Source: an optimization exercise on an open RTL-to-GDS flow (aim: small area, a short achievable clock period and few clock cycles). Production flows keep margins and buffers that such runs may drop. Where RTL was checked, it was by simulation tests only, not by an equivalence proof against the original. No activity file was given, so power comes from the tool's default toggle rates.

== job 4224 ==
==> flow/design.v (excerpt) <==
module JAM (
input CLK,
input RST,
output reg [2:0] W,
output reg [2:0] J,
input [6:0] Cost,
output reg [3:0] MatchCount,
output reg [9:0] MinCost,
output reg Valid );
For scale: ~6,100 cells after synthesis, ~30 I/O pins.
==> flow/config.mk <==
export PLATFORM = sky130hd
export DESIGN_NAME = JAM
export DESIGN_NICKNAME = JAM
export VERILOG_FILES = /design/flow/design.v
export SDC_FILE = /design/flow/constraint.sdc
export NUM_CORES = 4
export LEC_CHECK = 0
export CAP_MARGIN = 20
export CORE_MARGIN = 2
export CORE_UTILIZATION = 40
export SETUP_SLACK_MARGIN = 2.5
export SLEW_MARGIN = 20
export TNS_END_PERCENT = 100
==> flow/constraint.sdc <==
create_clock -name core_clock -period 5.0 [get_ports {CLK}]
set_input_delay 1.0000 -clock core_clock [delete_from_list [all_inputs] [get_ports {CLK}]]
set_output_delay 1.0000 -clock core_clock [all_outputs]
set_load 0.01 [all_outputs]
run.sh (not shown) runs the stock make flow with config.mk's settings and CLKGATE_MAP_FILE= SYNTH_SCRIPT=/design/flow/synth_recipe.tcl, a recipe that flattens the netlist after the stock synthesis.
--- input diff job 4224..job 9038 ---
# job 4224
export LEC_CHECK = 0
export CAP_MARGIN = 20
export CORE_MARGIN = 2
export CORE_UTILIZATION = 40
export SETUP_SLACK_MARGIN = 2.5
export SLEW_MARGIN = 20
export TNS_END_PERCENT = 100
create_clock -name core_clock -period 5.0 [get_ports {CLK}]
# job 9038
export LEC_CHECK = 0
export CAP_MARGIN = 20
export CORE_MARGIN = 2
export CORE_UTILIZATION = 40
export SETUP_SLACK_MARGIN = 2.7
export SLEW_MARGIN = 20
export TNS_END_PERCENT = 100
create_clock -name core_clock -period 5.0 [get_ports {CLK}]
## What came out
Delta (job 9038 minus job 4224): placed wire-length estimate closely matched the old numbers; routed wire length per instance increased by 0.082 um relative to the old numbers; non-clock buffer count increased by 59 relative to the old numbers. Flip-flop and latch count: job 4224 vs job 9038, no meaningful difference. Compared with job 4224, job 9038 is hungrier on power. Diff job 4224 -> job 9038 | starting DRC count in detailed routing | up by more than 10%. Job 9038 — via count about 1.3% higher, job 4224 as reference. Job 9038 reached the end of the flow, and the finished layout is clean on the timing, design-rule and antenna checks.
No functional check of the RTL was part of any run of this note.

========
## job 5629
JAM, a different RTL version from the one above (not shown whole).
For scale: ~1500 flip-flops, roughly 30 I/O pins, roughly 64000 um2 of cells after synthesis.
clock: 5.0 ns
lec_check: 0
abc_area: 1
cap_margin: 20
core_margin: 2
core_utilization: 40
cts_cluster_diameter: 100
cts_cluster_size: 25
place_density: 0.7
setup_slack_margin: 2.8
slew_margin: 20
tns_end_percent: 100
Job 5629 finished every stage and its layout cleared the timing, design-rule and antenna checks.
Testbench counts of job 5629, summed over its fixed seeds: cycles 5,392.
> inputs changed (job 5629 -> job 9431)
Settings: SETUP_SLACK_MARGIN changed from 2.8 to 2.75; CTS_CLUSTER_DIAMETER changed from 100 to 150.
## What came out
Comparing job 5629 with job 9431, the share of final layout cell area taken by clock buffers and inverters came out essentially unchanged.
Worst hold slack after final layout, job 5629 and job 9431, higher one = job 9431.
Per the comparison of job 9431 with job 5629, synthesis-to-layout area growth now sits lower, fraction of standard cell area that is sequential went up by 0.42 points, share of the clock period used by the worst path higher, cell area decreased by about 1.1% relative to the old numbers.
Diff job 5629 and job 9431: met3 routing resource usage after global routing lower in job 5629
Changes observed in job 9431 relative to job 5629: fraction of layout instances using a drive strength above 1 lower; clock power lost about 2%.
Inputs modified between job 9431 and job 4819:
Settings: a change of SETUP_SLACK_MARGIN from 2.75 to 2.8; a change of PLACE_DENSITY from 0.7 to 0.65.
Findings:
- The combinational power on job 9431 is in line with that on job 4819.
- Compared with job 9431, in job 4819 worst-case hold slack went down; total congestion overflow after global routing did not really move.
- Core utilization: job 4819 higher than job 9431
- Taking job 9431 as the reference, in job 4819 number of fillers in the final layout shows no meaningful change, total wirelength of the detailed-routed design shows an increase of 2.8 mm, power of the sequential group shows no meaningful change, core footprint shows no meaningful change.
- Global-route usage over all layers, job 9431 and job 4819: higher on job 4819
Input changes introduced in job 2572 (baseline for comparison: job 4819):
Settings: putting GPL_ROUTABILITY_DRIVEN at 0 where nothing was set; swapping 0.65 for 0.7 in PLACE_DENSITY.
Notes after the runs:
Non-clock buffer count: lower on job 2572
Comparing job 2572 with job 4819, the hold slack came out essentially unchanged.
Job 2572 finished end to end and its layout was clean on timing, DRC and antenna.
Job 2572 ends up with a maximum operating frequency that is 13 MHz lower than in job 4819.
diff inputs: job 2572 => job 1486
Settings: CTS_CLUSTER_SIZE no longer set, was 25; CTS_CLUSTER_DIAMETER no longer set, was 150; SETUP_SLACK_MARGIN now 2.7, was 2.8; GPL_ROUTABILITY_DRIVEN no longer set, was 0.
Results
- Looking at the reports, job 2572 completed the entire flow and the layout it produced met the timing, design-rule and antenna checks.
- Job 1486 ran to completion and came out clean on the timing, design-rule and antenna checks.
- Against job 2572, clock power in job 1486 rose by more than half.
- Job 2572 -> job 1486: switching power summed over all nets increased by a few percent
- The higher highest clock rate of job 1486 and job 2572 is in job 2572.
- For job 2572, the cell with the largest stage delay on the worst path was dfxtp_2, unlike job 1486, where it was dfxtp_1.
- Going from job 2572 to job 1486, final cell count grew slightly.
- Against job 2572, job 1486 reports a number of H-tree branching levels that is higher.
Edits applied to the flow inputs when going from job 1486 to job 8422:
Settings: setting CTS_CLUSTER_SIZE to 25 for the first time; changing CORE_UTILIZATION from 40 to 50; changing SETUP_SLACK_MARGIN from 2.7 to 2.8; setting CTS_CLUSTER_DIAMETER to 150 for the first time.
### Flow results
- Maximum frequency for job 8422: 3.5% up relative to job 1486
- Of job 1486 and job 8422, the higher final standard cell utilization of the core belongs to job 8422.
- The number of gates resized after cts of job 8422 exceeds that of job 1486 by 47.
- Of the two values seen for classification of the worst setup path, flip-flop to output pin was produced by job 1486 and flip-flop to flip-flop by job 8422.

========
Another version of the RTL of JAM (not shown whole).
Size in the first run: ~63000 µm² of cells after synthesis.
Settings: LEC_CHECK=0, ABC_AREA=1, CAP_MARGIN=20, CORE_MARGIN=2, CORE_UTILIZATION=40, PLACE_DENSITY=0.7, SETUP_SLACK_MARGIN=2.8, SLEW_MARGIN=20, TNS_END_PERCENT=100; clock period 5.0 ns.
The first run produced a clean layout.
Next try:
CTS_CLUSTER_DIAMETER = 150   (was unset)
CTS_CLUSTER_SIZE = 25   (was unset)
What happened: Global-route usage goes down by 0.45 points. First-iteration DRC count goes down by 1.9%. Synthesized area does not change. Core utilization goes down by 2.2 points. Total power goes down by 11%. Cell area goes down by 4.6%. Wire length goes down by 2.0%. Clock-buffer cell count goes down by 123. Critical path depth goes up by 11. Sequential power hardly moves.
Next try:
CTS_CLUSTER_DIAMETER = unset   (was 150)
CTS_CLUSTER_SIZE = unset   (was 25)
PLACE_DENSITY = unset   (was 0.7)
SETUP_SLACK_MARGIN = 2.7   (was 2.8)
=> The new run completed without violations. Worst setup slack gets worse by 0.12 ns. Combinational power fell by about 6%. Register-to-register slack gets worse by 0.12 ns. Cell area rose by 2.9%. Non-clock buffer count fell by 25. Routed wire length rose by 1.3%. Clock skew barely changes. Area after synthesis is unchanged.
Next try:
CAP_MARGIN = 0   (was 20)
SLEW_MARGIN = 0   (was 20)
Effect:
- The new run passed the timing, design-rule and antenna checks
- die area is unchanged
- worst setup slack stays the same
- wire length stays the same
No run of this note included a check of the RTL's function; only the layout flow was run.

========
cedar:
JAM with an RTL version that a note above also has.
For scale: ~7100 cells after synthesis, ~1500 flip-flops, roughly 30 I/O pins, ~64000 um2 of cells after synthesis.
export LEC_CHECK = 0
export ABC_AREA = 1
export CAP_MARGIN = 20
export CORE_MARGIN = 2
export CORE_UTILIZATION = 60
export PLACE_DENSITY = 0.7
export SETUP_SLACK_MARGIN = 2.8
export SLEW_MARGIN = 20
export TNS_END_PERCENT = 100
create_clock -name core_clock -period 5.0 [get_ports {CLK}]
cedar finished all stages; the layout is clean.
Testbench counts of cedar, summed over its fixed seeds: cycles 5,392.
#### Input delta (tundra over cedar)
- PLACE_DENSITY no longer set, was 0.7
- SETUP_SLACK_MARGIN now 2.7, was 2.8
- CORE_UTILIZATION now 40, was 60
Notes after the runs:
- Of cedar and tundra, cedar shows the higher area occupied by multi-input gates, with tundra below it.
- First-pass GRT wire length: tundra vs cedar up about 3%
- [compare] base=cedar new=tundra: utilization after layout fell 22 points; fmax about even; total clock buffers created by CTS rose 2.7%; pre-CTS setup slack fell 0.077 ns.
Input changes introduced in zinc (baseline for comparison: tundra):
- CTS_CLUSTER_SIZE now 25, previously not set
- PLACE_DENSITY now 0.7, previously not set
- CTS_CLUSTER_DIAMETER now 150, previously not set
- SETUP_SLACK_MARGIN now 2.8, was 2.7
### Flow results
zinc: PASS, flow complete, no timing, DRC or antenna violations. Side by side, final critical delay including setup and external delays turned out lower in zinc than in tundra. The worst clock skew number comes out lower for zinc vs tundra. zinc against tundra; first-iteration DRC count is up by more than 10%. Compare zinc and tundra | met3 track demand over resource in global routing lower: zinc. Final critical-path share of the clock period was lower in zinc than in tundra.
What xenon does differently from zinc at the input level:
- swapping 25 for 28 in CTS_CLUSTER_SIZE
### Flow results
xenon gives more non-clock buffer count than zinc did. NOTE total clock buffers created by CTS zinc->xenon decreased by more than 10%. Looking at worst setup margin across both flows, xenon is the weaker of the two, with zinc ahead. Comparing xenon and zinc, the lower clock share of power was measured on xenon.

========
JAM again, from the RTL that the note above started with.
export LEC_CHECK = 0
export ABC_AREA = 1
export CAP_MARGIN = 20
export CORE_MARGIN = 2
export CORE_UTILIZATION = 40
export CTS_CLUSTER_DIAMETER = 150
export CTS_CLUSTER_SIZE = 25
export PLACE_DENSITY = 0.7
export SETUP_SLACK_MARGIN = 2.9
export SLEW_MARGIN = 20
export TNS_END_PERCENT = 100
create_clock -name core_clock -period 5.0 [get_ports {CLK}]
The starting point went through all stages and came out clean.
Testbench counts at the start, summed over its fixed seeds: cycles 5,392.
==> next run, changes <==
- CTS_CLUSTER_DIAMETER: 150 -> default
- CTS_CLUSTER_SIZE: 25 -> default
- PLACE_DENSITY: 0.7 -> 0.75
- SETUP_SLACK_MARGIN: 2.9 -> 2.8
Routed wire length climbs by about 1.2%.
Non-clock buffer count goes down by 40.
Total power went up by about 9%.
Clock-buffer cell count goes up by 108.
Critical path depth is unchanged.
Worst hold slack loses 0.028 ns.
Setup slack gets worse by 0.045 ns.
Design area goes up by 2.9%.
First-iteration DRC count went down by about 1.3%.
Utilization went up by 1.3 points.
Via count is higher by 1.7%.
==> next run, changes <==
- CTS_CLUSTER_DIAMETER: default -> 150
- CTS_CLUSTER_SIZE: default -> 20
- PLACE_DENSITY: 0.75 -> 0.7
=>
- The new run finished clean
- worst setup slack improved by 0.070 ns
- cell area falls by a few percent
- sequential share of layout area rises by 1.5 points
- cell count falls slightly
- die area does not change
- register-to-register slack improved by 0.07 ns
==> next run, changes <==
- CTS_CLUSTER_DIAMETER: 150 -> 60
- CTS_CLUSTER_SIZE: 20 -> 10
What happened: Power increases by 11%. Combinational power hardly moves. Setup slack loses 0.080 ns. Cell area increases by 3.6%. Routed wire length increases by 2.1%. Hold slack loses 0.019 ns. Core utilization increases by 1.6 points. Clock-buffer cell count increases by 101. Non-clock buffer count decreases by 12.
==> next run, changes <==
- CTS_CLUSTER_DIAMETER: 60 -> default
- CTS_CLUSTER_SIZE: 10 -> default
The changed run completed with no timing, DRC or antenna violations.
First-iteration DRC count goes up by 3.9%.
Design area hardly moves.
Hold slack is better by 0.019 ns.
Final cell count goes up by 0.44%.
Routed wire length goes down by 0.32%.
==> next run, changes <==
- SETUP_SLACK_MARGIN: 2.8 -> 2.9
Outcome: Worst hold slack barely changes; count of clock-buffer cells in the layout came out lower by 2; routed wire length is higher by about 1.5%; register-to-register slack stays flat.

========
JAM, a different RTL version from the one above (not shown whole).
Size: about 5400 cells after synthesis, roughly 970 flip-flops, about 30 I/O pins, ~53000 µm² of cells after synthesis.
export LEC_CHECK = 0
export CAP_MARGIN = 20
export CORE_MARGIN = 2
export CORE_UTILIZATION = 40
export SLEW_MARGIN = 20
create_clock -name core_clock -period 5.0 [get_ports {CLK}]
Next try:
- SETUP_SLACK_MARGIN: not set -> 1.5
- TNS_END_PERCENT: not set -> 100
Effect: The new run ran to the end with no violations. Global-route usage is higher by 0.63 points. Setup slack improved by 520 ps. Critical path depth is unchanged. Non-clock buffer count went up by 204. Clock-buffer cell count decreases by 11. Sequential cell count stays the same. Via count went up by a few percent. Utilization increases by 3.9 points. Hold slack gets better by 30 ps.
No functional check of the RTL was part of any run of this note.

========
Another version of the RTL of JAM (not shown whole).
Size: roughly 1,500 flip-flops, about 30 I/O pins, about 65,000 um^2 of cells after synthesis.
## JAM
module JAM (
input CLK,
input RST,
output reg [2:0] W,
output reg [2:0] J,
input [6:0] Cost,
output reg [3:0] MatchCount,
output reg [9:0] MinCost,
output reg Valid );
Settings: LEC_CHECK=0, CAP_MARGIN=20, CORE_MARGIN=2, CORE_UTILIZATION=40, SETUP_SLACK_MARGIN=2.5, SLEW_MARGIN=20, TNS_END_PERCENT=100; clock period 5.0 ns.
The first run produced a clean layout.
Testbench counts at the start, summed over its fixed seeds: cycles 5,392.
Then changed:
CORE_UTILIZATION = 60   (was 40)
PLACE_DENSITY = 0.75   (was not set)
Wire length came out lower by a few percent.
Non-clock buffer count drops by 7.
Via count went up slightly.
Clock skew fell by 0.0096 ns.
Worst setup slack got worse by 0.019 ns.
Synthesized area is unchanged.
Worst hold slack stays flat.
Die area went down by a quarter to a third.
First-iteration DRC count grows by a quarter to a third.
Global-route usage increases by 9.1 points.
Register-to-register slack got worse by 0.04 ns.

========
## T
JAM, a different RTL version from the one above (not shown whole).
Size: roughly 7000 cells after synthesis, ~1500 flip-flops, about 30 I/O pins, roughly 0.064 mm² of cells after synthesis.
Settings: LEC_CHECK=0, ABC_AREA=1, CAP_MARGIN=20, CORE_MARGIN=2, CORE_UTILIZATION=40, SETUP_SLACK_MARGIN=2.6, SLEW_MARGIN=20, TNS_END_PERCENT=100; clock period 5.0 ns.
Modified inputs, S compared to T
Settings: a change of SETUP_SLACK_MARGIN from 2.6 to 3.2.
--- outcome ---
- S has completed all stages; timing, DRC and antenna checks passed.
- The higher post-cts sizing count came out of S.
- Between S and T, layout net count is lower for T, S comes in above that.
- Highest clock rate: S < T
- Delta (S minus T): switching fraction of total power rose by 0.95 points; final cell count saw an increase; first-pass GRT wire length picked up an extra 5.3%.
Function was not checked in any run of this note: the RTL went through the layout flow alone.

========
## main
Starting RTL as in the previous note.
Design JAM, start of the top module:
module JAM (
input CLK,
input RST,
output reg [2:0] W,
output reg [2:0] J,
input [6:0] Cost,
output reg [3:0] MatchCount,
output reg [9:0] MinCost,
output reg Valid );
clock: 5.0 ns
lec_check: 0
abc_area: 1
cap_margin: 20
core_margin: 2
core_utilization: 40
setup_slack_margin: 2.9
slew_margin: 20
tns_end_percent: 100
#### Input delta (the feature branch over main)
--- a/flow/config.mk
+++ b/flow/config.mk
@@ -10,5 +10,5 @@
 export CORE_MARGIN = 2
 export CORE_UTILIZATION = 40
-export SETUP_SLACK_MARGIN = 2.9
+export SETUP_SLACK_MARGIN = 2.7
 export SLEW_MARGIN = 20
 export TNS_END_PERCENT = 100
==> comparison <==
In the feature branch, the final design utilization came out 1.1 points below the value in main.
Summary: with main as the reference, final weighted congestion in routability-driven placement in the feature branch moved down by a few percent.
Compared with main, the feature branch ends up with a smaller final cell area.
Function was not checked in any run of this note: the RTL went through the layout flow alone.

==> port drivers added, routing unchanged <==
The flow's constraints put no driver on any port. The routed layouts listed below were extracted and timed again, unchanged, in two steps. Step 1 assumes that a clkbuf_16 drives the clock port and a buf_2 every other input. Step 2 also shifts input and output timing later by t, the mid clock arrival at the registers, as if the neighbouring blocks saw the same clock. Three values: no drivers, after step 1, after step 2; two values: the first two.
| run | shift t [ns] | setup WS [ns] | worst register clock-pin slew, ns | worst slew at a driven data input, ns | pins driven straight from the clock port |
|---|---|---|---|---|---|
| job 4224 | 0.841 | 2.544 / 2.507 / 2.357 | 0.07 / 0.07 | 0.03 | 1 |
| job 9038 | 0.843 | 2.490 / 2.490 / 2.393 | 0.07 / 0.07 | 0.03 | 1 |
| job 5629 | 0.778 | 2.824 / 2.751 / 2.607 | 0.10 / 0.10 | 0.03 | 1 |
| job 9431 | 0.769 | 2.764 / 2.739 / 2.619 | 0.11 / 0.11 | 0.03 | 1 |
| job 4819 | 0.783 | 2.821 / 2.744 / 2.385 | 0.11 / 0.11 | 0.04 | 1 |
| job 2572 | 0.771 | 2.758 / 2.746 / 2.477 | 0.11 / 0.11 | 0.04 | 1 |
| job 1486 | 0.857 | 2.744 / 2.671 / 2.584 | 0.07 / 0.07 | 0.03 | 1 |
| job 8422 | 0.747 | 2.820 / 2.767 / 2.650 | 0.11 / 0.11 | 0.03 | 1 |
| the first run of note 3 | 0.839 | 2.719 / 2.641 / 2.412 | 0.07 / 0.07 | 0.05 | 1 |
| the second run of note 3 | 0.753 | 2.792 / 2.723 / 2.372 | 0.11 / 0.11 | 0.05 | 1 |
| the third run of note 3 | 0.842 | 2.674 / 2.674 / 2.370 | 0.07 / 0.07 | 0.03 | 1 |
| the fourth run of note 3 | 0.842 | 2.674 / 2.674 / 2.370 | 0.07 / 0.07 | 0.03 | 1 |
| cedar | 0.840 | 2.742 / 2.662 / 2.577 | 0.07 / 0.07 | 0.03 | 1 |
| tundra | 0.861 | 2.740 / 2.671 / 2.546 | 0.07 / 0.07 | 0.03 | 1 |
| zinc | 0.769 | 2.832 / 2.751 / 2.622 | 0.11 / 0.11 | 0.03 | 1 |
| xenon | 0.787 | 2.808 / 2.730 / 2.629 | 0.11 / 0.11 | 0.03 | 1 |
| the first run of note 5 | 0.780 | 2.794 / 2.716 / 2.301 | 0.11 / 0.11 | 0.03 | 1 |
| the second run of note 5 | 0.855 | 2.750 / 2.671 / 2.604 | 0.07 / 0.07 | 0.03 | 1 |
| the third run of note 5 | 0.788 | 2.819 / 2.740 / 2.587 | 0.09 / 0.09 | 0.03 | 1 |
| the fourth run of note 5 | 0.863 | 2.739 / 2.663 / 2.605 | 0.06 / 0.06 | 0.03 | 1 |
| the fifth run of note 5 | 0.858 | 2.751 / 2.676 / 2.615 | 0.07 / 0.07 | 0.03 | 1 |
| the sixth run of note 5 | 0.853 | 2.730 / 2.652 / 2.299 | 0.07 / 0.07 | 0.03 | 1 |
| the first run of note 6 | 0.732 | 0.607 / 0.607 / 0.607 | 0.07 / 0.07 | 0.06 | 1 |
| the second run of note 6 | 0.752 | 1.131 / 1.131 / 1.131 | 0.07 / 0.07 | 0.05 | 1 |
| the first run of note 7 | 0.857 | 2.556 / 2.477 / 2.229 | 0.07 / 0.07 | 0.08 | 1 |
| the second run of note 7 | 0.820 | 2.537 / 2.475 / 2.318 | 0.07 / 0.07 | 0.03 | 1 |
| T | 0.847 | 2.645 / 2.571 / 2.526 | 0.07 / 0.07 | 0.07 | 1 |
| S | 0.865 | 2.619 / 2.544 / 2.566 | 0.07 / 0.07 | 0.06 | 1 |
| main | 0.851 | 2.631 / 2.558 / 2.577 | 0.07 / 0.07 | 0.06 | 1 |
| the feature branch | 0.847 | 2.648 / 2.575 / 2.541 | 0.07 / 0.07 | 0.08 | 1 |
After both steps setup and hold are still met in every run listed. The setup slack of the first run of note 5, which loses most, moves by -0.078 ns with the drivers and by -0.493 ns with both steps. The worst setup slack also covers recovery checks on asynchronous resets.
